What follows belongs to an exercise in optimizing a design on an open flow for small area; a production flow would make more cautious choices. In this exercise RTL edits were held to simulation tests only and were not proved equivalent to the original. No activity file was given, so power comes from the tool's default toggle rates.

Setup of JK:
==> flow/design.v <==
module main(
	input CLK,
	input rst,
	input T19,
	output T20,
	output LD0,
	output LD1,
	output LD2,
	output LD3,
	output LD4,
	output LD5,
	output LD6,
	output LD7
);
	reg rx_r, rx_d;
	reg [7:0] rx_c;
	reg [7:0] rx_byte;
	always @(posedge CLK)
		if (rst) begin
			rx_r <= 1'b1;
			rx_d <= 1'b1;
		end else begin
			rx_r <= T19;
			rx_d <= rx_r;
		end
	wire rx_dv = rx_c == 8'ha0;
	always @(posedge CLK)
		if (rst || rx_dv || (rx_d && (rx_c == 8'h07 || rx_c == 8'h0f)))
			rx_c <= 8'h07;
		else
			rx_c <= rx_c + 1'b1;
	always @(posedge CLK)
		if (rx_c[3:0] == 4'hf && rx_c[7:4] != 4'd0 && rx_c[7:4] <= 4'd8)
			rx_byte <= {rx_d, rx_byte[7:1]};
	wire rx_zero = rx_byte == 8'd0;
	wire rx_one = rx_byte == 8'd1;
	localparam CK_IDLE = 3'd0, CK_TYPE = 3'd1, CK_BYTE = 3'd2, CK_ESC = 3'd3,
		CK_FIN = 3'd4, CK_F2 = 3'd5, CK_F3 = 3'd6;
	reg [2:0] ck_st;
	reg typ3;          
	reg [1:0] ck_idx;  
	reg [7:0] b0;
	always @(posedge CLK)
		if (rst)
			ck_st <= CK_IDLE;
		else case (ck_st)
			CK_IDLE: if (rx_dv && rx_zero) ck_st <= CK_TYPE;
			CK_TYPE: if (rx_dv) ck_st <= rx_zero ? CK_IDLE : CK_BYTE;
			CK_BYTE: if (rx_dv && rx_zero) ck_st <= CK_ESC;
			CK_ESC:  if (rx_dv) ck_st <= rx_zero ? CK_BYTE : (rx_one ? CK_FIN : CK_IDLE);
			CK_FIN:  ck_st <= CK_F2;
			CK_F2:   ck_st <= CK_F3;
			default: ck_st <= CK_IDLE;
		endcase
	wire ck_write = rx_dv && ((ck_st == CK_BYTE && !rx_zero) || (ck_st == CK_ESC && rx_zero));
	always @(posedge CLK) begin
		if (ck_st == CK_TYPE && rx_dv) begin
			typ3 <= rx_byte == 8'd3;
			ck_idx <= (rx_byte == 8'd3 || rx_byte == 8'd4) ? 2'd0 : 2'd2;
		end else if (ck_write) begin
			ck_idx <= {ck_idx != 2'd0, ck_idx == 2'd0};
		end
		if (ck_write && ck_idx == 2'd0)
			b0 <= rx_byte;
	end
	wire ck_one = ck_idx == 2'd1;
	reg [7:0] sw;
	always @(posedge CLK)
		if (rst)
			sw <= 8'd0;
		else if (ck_st == CK_FIN && !typ3 && ck_one)
			sw <= b0;
	wire press = ck_st == CK_F3 && typ3 && ck_one;
	reg [14:0] ticks;
	reg t20001;
	reg [7:0] counter;
	wire t20000 = ticks == 15'h45e6;
	always @(posedge CLK)
		if (rst || t20001)
			ticks <= 0;
		else
			ticks <= {ticks[13:0], ~(ticks[14] ^ ticks[13])};
	always @(posedge CLK)
		t20001 <= !rst && t20000;
	always @(posedge CLK)
		if (rst)
			counter <= 0;
		else if (t20000)
			counter <= counter + 1'b1;
	wire [7:0] leds = (sw == 8'd0) ? counter : sw;
	assign {LD7, LD6, LD5, LD4, LD3, LD2, LD1, LD0} = leds;
	reg v, f;
	reg [2:0] ar, ac, br, bc;
	always @(posedge CLK)
		if (rst) begin
			v <= 1'b0;
			f <= 1'b0;
			ar <= 3'd1; ac <= 3'd1;  
			br <= 3'd1; bc <= 3'd6;  
		end else begin
			if (t20001 || press) v <= 1'b1;
			if (t20001) f <= !f;
			if (mv_ac) ac <= mv_y;
			if (mv_ar) ar <= mv_y;
			if (mv_bc) bc <= mv_y;
			if (mv_br) br <= mv_y;
		end
	wire bt = press && b0[7:4] == 4'd0;
	wire s_ac = bt && (b0[3:0] == 4'd8 || b0[3:0] == 4'd10);
	wire s_ar = bt && (b0[3:0] == 4'd1 || b0[3:0] == 4'd9);
	wire s_bc = bt && (b0[3:0] == 4'd11 || b0[3:0] == 4'd13);
	wire s_br = bt && (b0[3:0] == 4'd4 || b0[3:0] == 4'd12);
	wire mv_up = b0[3:0] == 4'd10 || b0[3:0] == 4'd9 || b0[3:0] == 4'd13 || b0[3:0] == 4'd12;
	wire [2:0] mv_x = s_ac ? ac : s_ar ? ar : s_bc ? bc : br;
	wire mv_ok = mv_up ? mv_x != 3'd7 : mv_x != 3'd0;
	wire [2:0] mv_y = mv_up ? mv_x + 1'b1 : mv_x - 1'b1;
	wire mv_ac = s_ac && mv_ok;
	wire mv_ar = s_ar && mv_ok;
	wire mv_bc = s_bc && mv_ok;
	wire mv_br = s_br && mv_ok;
	localparam M_IDLE = 4'b0000, M_LCHK = 4'b0001, M_LSTART = 4'b0010, M_LSTOP = 4'b0011, M_LWAIT = 4'b0100,
		M_DCHK = 4'b1001, M_DSTART = 4'b1010, M_DSTOP = 4'b1011, M_DWAIT = 4'b1100, M_FIN = 4'b1000;
	reg [3:0] mo;
	wire mo_stop = mo[2:0] == 3'b011;
	wire mo_wait = mo[2:0] == 3'b100;
	reg [7:0] last_leds;
	reg led_su;
	always @(posedge CLK)
		if (rst) begin
			last_leds <= 8'd0;
			led_su <= 1'b1;
		end else if (!led_su) begin
			last_leds <= leds;
			if (leds != last_leds)
				led_su <= 1'b1;
		end else if (mo == M_LSTOP)
			led_su <= 1'b0;
	localparam VD_IDLE = 2'd0, VD_PREP = 2'd1, VD_UPD = 2'd2, VD_FIN = 2'd3;
	reg [1:0] vd;
	reg sv, sf;
	reg [5:0] sa, sb;
	reg [6:0] vidx;
	always @(posedge CLK)
		if (rst)
			vidx <= 7'd0;
		else if (mo == M_DWAIT && tx_done)
			vidx <= vidx[6] ? 7'd0 : vidx + 1'b1;
	always @(posedge CLK)
		if (rst) begin
			vd <= VD_IDLE;
			sv <= 1'b0;
		end else case (vd)
			VD_IDLE:
			begin
				{sv, sa, sb, sf} <= {v, ar, ac, br, bc, f};
				if (v != sv || (v && {ar, ac, br, bc, f} != {sa, sb, sf}))
					vd <= VD_PREP;
			end
			VD_PREP: vd <= VD_UPD;
			VD_UPD:
				if (mo == M_DSTOP)
					vd <= vidx[6] ? VD_FIN : VD_PREP;
			default: vd <= VD_IDLE;
		endcase
	wire disp_su = vd == VD_UPD;
	wire [5:0] pix_i = vidx[5:0] | {6{vidx[6]}};  
	wire pix_a = sv && pix_i == sa;
	wire pix_b = sv && !pix_a && pix_i == sb;
	reg [3:0] pos;
	wire tx_done = !pos[3];
	reg [7:0] c0;
	reg c1a, c1b, c1c;
	always @(posedge CLK)
		if (rst)
			mo <= M_IDLE;
		else case (mo)
			M_IDLE:   if (led_su || disp_su) mo <= M_LCHK;
			M_LCHK:   mo <= led_su ? M_LSTART : M_DCHK;
			M_LSTART: mo <= M_LSTOP;
			M_LSTOP:  mo <= M_LWAIT;
			M_LWAIT:  if (tx_done) mo <= M_DCHK;
			M_DCHK:   mo <= disp_su ? M_DSTART : M_FIN;
			M_DSTART: mo <= M_DSTOP;
			M_DSTOP:  mo <= M_DWAIT;
			M_DWAIT:  if (tx_done) mo <= M_FIN;
			default:  mo <= M_IDLE;
		endcase
	always @(posedge CLK)
		if (mo == M_LSTART)
			c0 <= last_leds;
	always @(posedge CLK)
		if (mo == M_DSTART) begin
			c1a <= pix_a;
			c1b <= pix_b;
			c1c <= sv && sf && !pix_a && !pix_b &&
				(pix_i == 6'd0 || pix_i == 6'd7 || pix_i == 6'd56);
		end
	wire is_disp = mo[3];
	wire [7:0] d0 = is_disp ? {2'b00, pix_i} : c0;
	wire c0z = d0 == 8'd0;
	reg [7:0] c1;
	always @(*)
		if (c1a) c1 = 8'h3f;
		else if (c1b) c1 = 8'h15;
		else if (c1c) c1 = pix_i[5] ? 8'h03 : (pix_i[0] ? 8'h0c : 8'h30);
		else c1 = 8'h00;
	wire c1z = !(c1a || c1b || c1c);
	reg [7:0] tc;
	always @(posedge CLK)
		if (!pos[3])
			tc <= 8'ha0;
		else if (tc == 8'ha3)
			tc <= 8'h00;
		else
			tc <= tc + 1'b1;
	always @(posedge CLK)
		if (rst)
			pos <= 4'b0000;
		else if (!pos[3]) begin
			if (mo_stop) pos <= 4'b1100;  
		end else if (tc == 8'h9f) begin
			if (pos[2])                   
				pos[2] <= 1'b0;
			else case (pos[1:0])
				2'd0: pos <= {2'b10 | c0z, 2'd1};
				2'd1: pos <= is_disp ? {2'b10 | c1z, 2'd2} : 4'b1111;
				2'd2: pos <= 4'b1111;
				2'd3: pos <= 4'b0000;
			endcase
		end
	reg [7:0] tx_byte;
	always @(*)
		if (pos[2])
			tx_byte = 8'd0;
		else case (pos[1:0])
			2'd0: tx_byte = is_disp ? 8'd6 : 8'd2;
			2'd1: tx_byte = d0;
			2'd2: tx_byte = c1;
			default: tx_byte = 8'd1;
		endcase
	wire [3:0] slot = tc[7:4];
	assign T20 = !pos[3] ? 1'b1 :
		(slot == 4'd0) ? 1'b0 :
		(slot <= 4'd8) ? tx_byte[slot - 1'b1] : 1'b1;
endmodule
clock: 10.0 ns
lec_check: 0
cap_margin: 20
core_margin: 2
core_utilization: 65
slew_margin: 20
standard.sh (not shown) runs the stock make flow with config.mk's settings and CLKGATE_MAP_FILE= SYNTH_SCRIPT=/design/flow/synth_recipe.tcl, a recipe that flattens the netlist after the stock synthesis.
==> flow/flow/run.sh <==
#!/bin/bash
# Own layout flow: the standard ORFS flow (standard.sh) with
#  - the standard synthesis, whose combinational logic is then re-mapped
#    for area by yosys/abc (flip-flops untouched),
#  - 1x buffers on the ports,
#  - a clock tree of clkbuf_8 without dummy loads.
# Each tool's output goes to a log file in this folder.
set -euo pipefail
HERE=$(pwd)
LIB=$FLOW_HOME/platforms/sky130hd/lib/sky130_fd_sc_hd__tt_025C_1v80.lib
R=$HERE/orfs/results/$FLOW_PLATFORM/main/base
YOSYS=$FLOW_HOME/../tools/install/yosys/bin/yosys
[ -x "$YOSYS" ] || YOSYS=yosys
export BUFFER_PORTS_ARGS="-buffer_cell sky130_fd_sc_hd__buf_1"
export CTS_ARGS="-sink_clustering_enable -repair_clock_nets -dont_use_dummy_load -buf_list sky130_fd_sc_hd__clkbuf_8 -sink_clustering_size 16"

bash standard.sh synth > synth.log 2>&1
python3 flow/libmodels.py "$LIB" > comb_models.v 2> libmodels.log
cp "$R/1_2_yosys.v" std_1_2_yosys.v
sed -e "s#@LIB@#$LIB#g" -e "s#@IN@#std_1_2_yosys.v#" -e "s#@OUT@#$R/1_2_yosys.v#" flow/resyn.ys > resyn.ys
"$YOSYS" -s resyn.ys > resyn.log 2>&1
rm -f "$R/1_synth.odb" "$R/1_synth.sdc"
bash standard.sh finish > flow.log 2>&1
==> flow/flow/resyn.ys <==
# Re-map the combinational logic of the standard synthesis for area.
# The flip-flops stay as they are (same instances, names and cell types).
read_verilog comb_models.v
read_liberty -lib -ignore_redef @LIB@
read_verilog @IN@
hierarchy -check -top main
flatten
techmap
opt -fast -full
abc -liberty @LIB@ -dont_use *lpflow* -dont_use *probe* -dont_use *clkbuf* -dont_use *dly* -dont_use *einv* -dont_use *ebuf* -dont_use *conb* -script +strash;&get,-n;&deepsyn,-J,50,-T,300;&put;dch,-f;amap;topo
read_liberty -lib -ignore_redef @LIB@
splitnets
opt_clean -purge
hilomap -singleton -hicell sky130_fd_sc_hd__conb_1 HI -locell sky130_fd_sc_hd__conb_1 LO
insbuf -buf sky130_fd_sc_hd__buf_1 A X
check -assert
tee -o resyn_stat.txt stat -liberty @LIB@
write_verilog -noattr -nohex -nodec @OUT@
Other scripts of this flow, unchanged in this note and not shown: flow/flow/libmodels.py
#### Input delta (MS over JK)
# JK
export LEC_CHECK = 0
export CAP_MARGIN = 20
export CORE_MARGIN = 2
export CORE_UTILIZATION = 65
export SLEW_MARGIN = 20
create_clock -name core_clock -period 10.0 [get_ports {CLK}]
# MS
export LEC_CHECK = 0
export CAP_MARGIN = 20
export CORE_MARGIN = 2
export CORE_UTILIZATION = 40
export SLEW_MARGIN = 20
create_clock -name core_clock -period 10.0 [get_ports {CLK}]
-- flow/flow/resyn.ys --
<<< JK, line 10
abc -liberty @LIB@ -dont_use *lpflow* -dont_use *probe* -dont_use *clkbuf* -dont_use *dly* -dont_use *einv* -dont_use *ebuf* -dont_use *conb* -script +strash;&get,-n;&deepsyn,-J,50,-T,300;&put;dch,-f;amap;topo
>>> MS, line 10
abc -liberty @LIB@ -dont_use *lpflow* -dont_use *probe* -dont_use *clkbuf* -dont_use *dly* -dont_use *einv* -dont_use *ebuf* -dont_use *conb* -script +strash;&get,-n;&deepsyn,-T,60;&put;dch,-f;amap;topo
Results
Per the comparison of MS with JK, smallest hold slack went down 0.0036 ns, routed wire length held, synthesized instance count went down 5, combined global-route utilization of all metal layers went down 9.7 points. Compared MS vs JK, and post-route clock period utilization is up in MS. Diff JK -> MS: signal arrival time at the worst endpoint increased by 0.30 ns relative to the old numbers; proportion of power drawn by the clock network closely matched the old numbers. Compared with JK, MS shows a lower fraction of area in multi-input gates. Of MS and JK, it is MS that has the higher final critical-path required period. Note that the number of well taps recorded for JK amounts to 0.60 times the value seen in MS.

## static timing again, ports no longer ideal
In the flow no input, the clock included, has a driving cell. The finished layouts below were timed again as built, in two steps. Step 1: set_driving_cell puts a clkbuf_16 on CLK and a buf_2 on each other input, an assumption about the parent block. Step 2, shift: input delay + t, output delay - t, t = (earliest + latest rising clock arrival at the registers) / 2. This alone moves slack from input paths to output paths. Three values: no drivers, after step 1, after step 2; two values: the first two.
run | t (ns) | setup slack, ns | worst hold slack (ns) | worst setup path after step 2
JK | 0.465 | 5.470 / 5.436 / 5.667 | 0.403 / 0.403 / 0.403 | input to register
MS | 0.459 | 5.170 / 5.133 / 5.592 | 0.400 / 0.400 / 0.400 | register to output
After both steps every run listed still meets setup and hold.
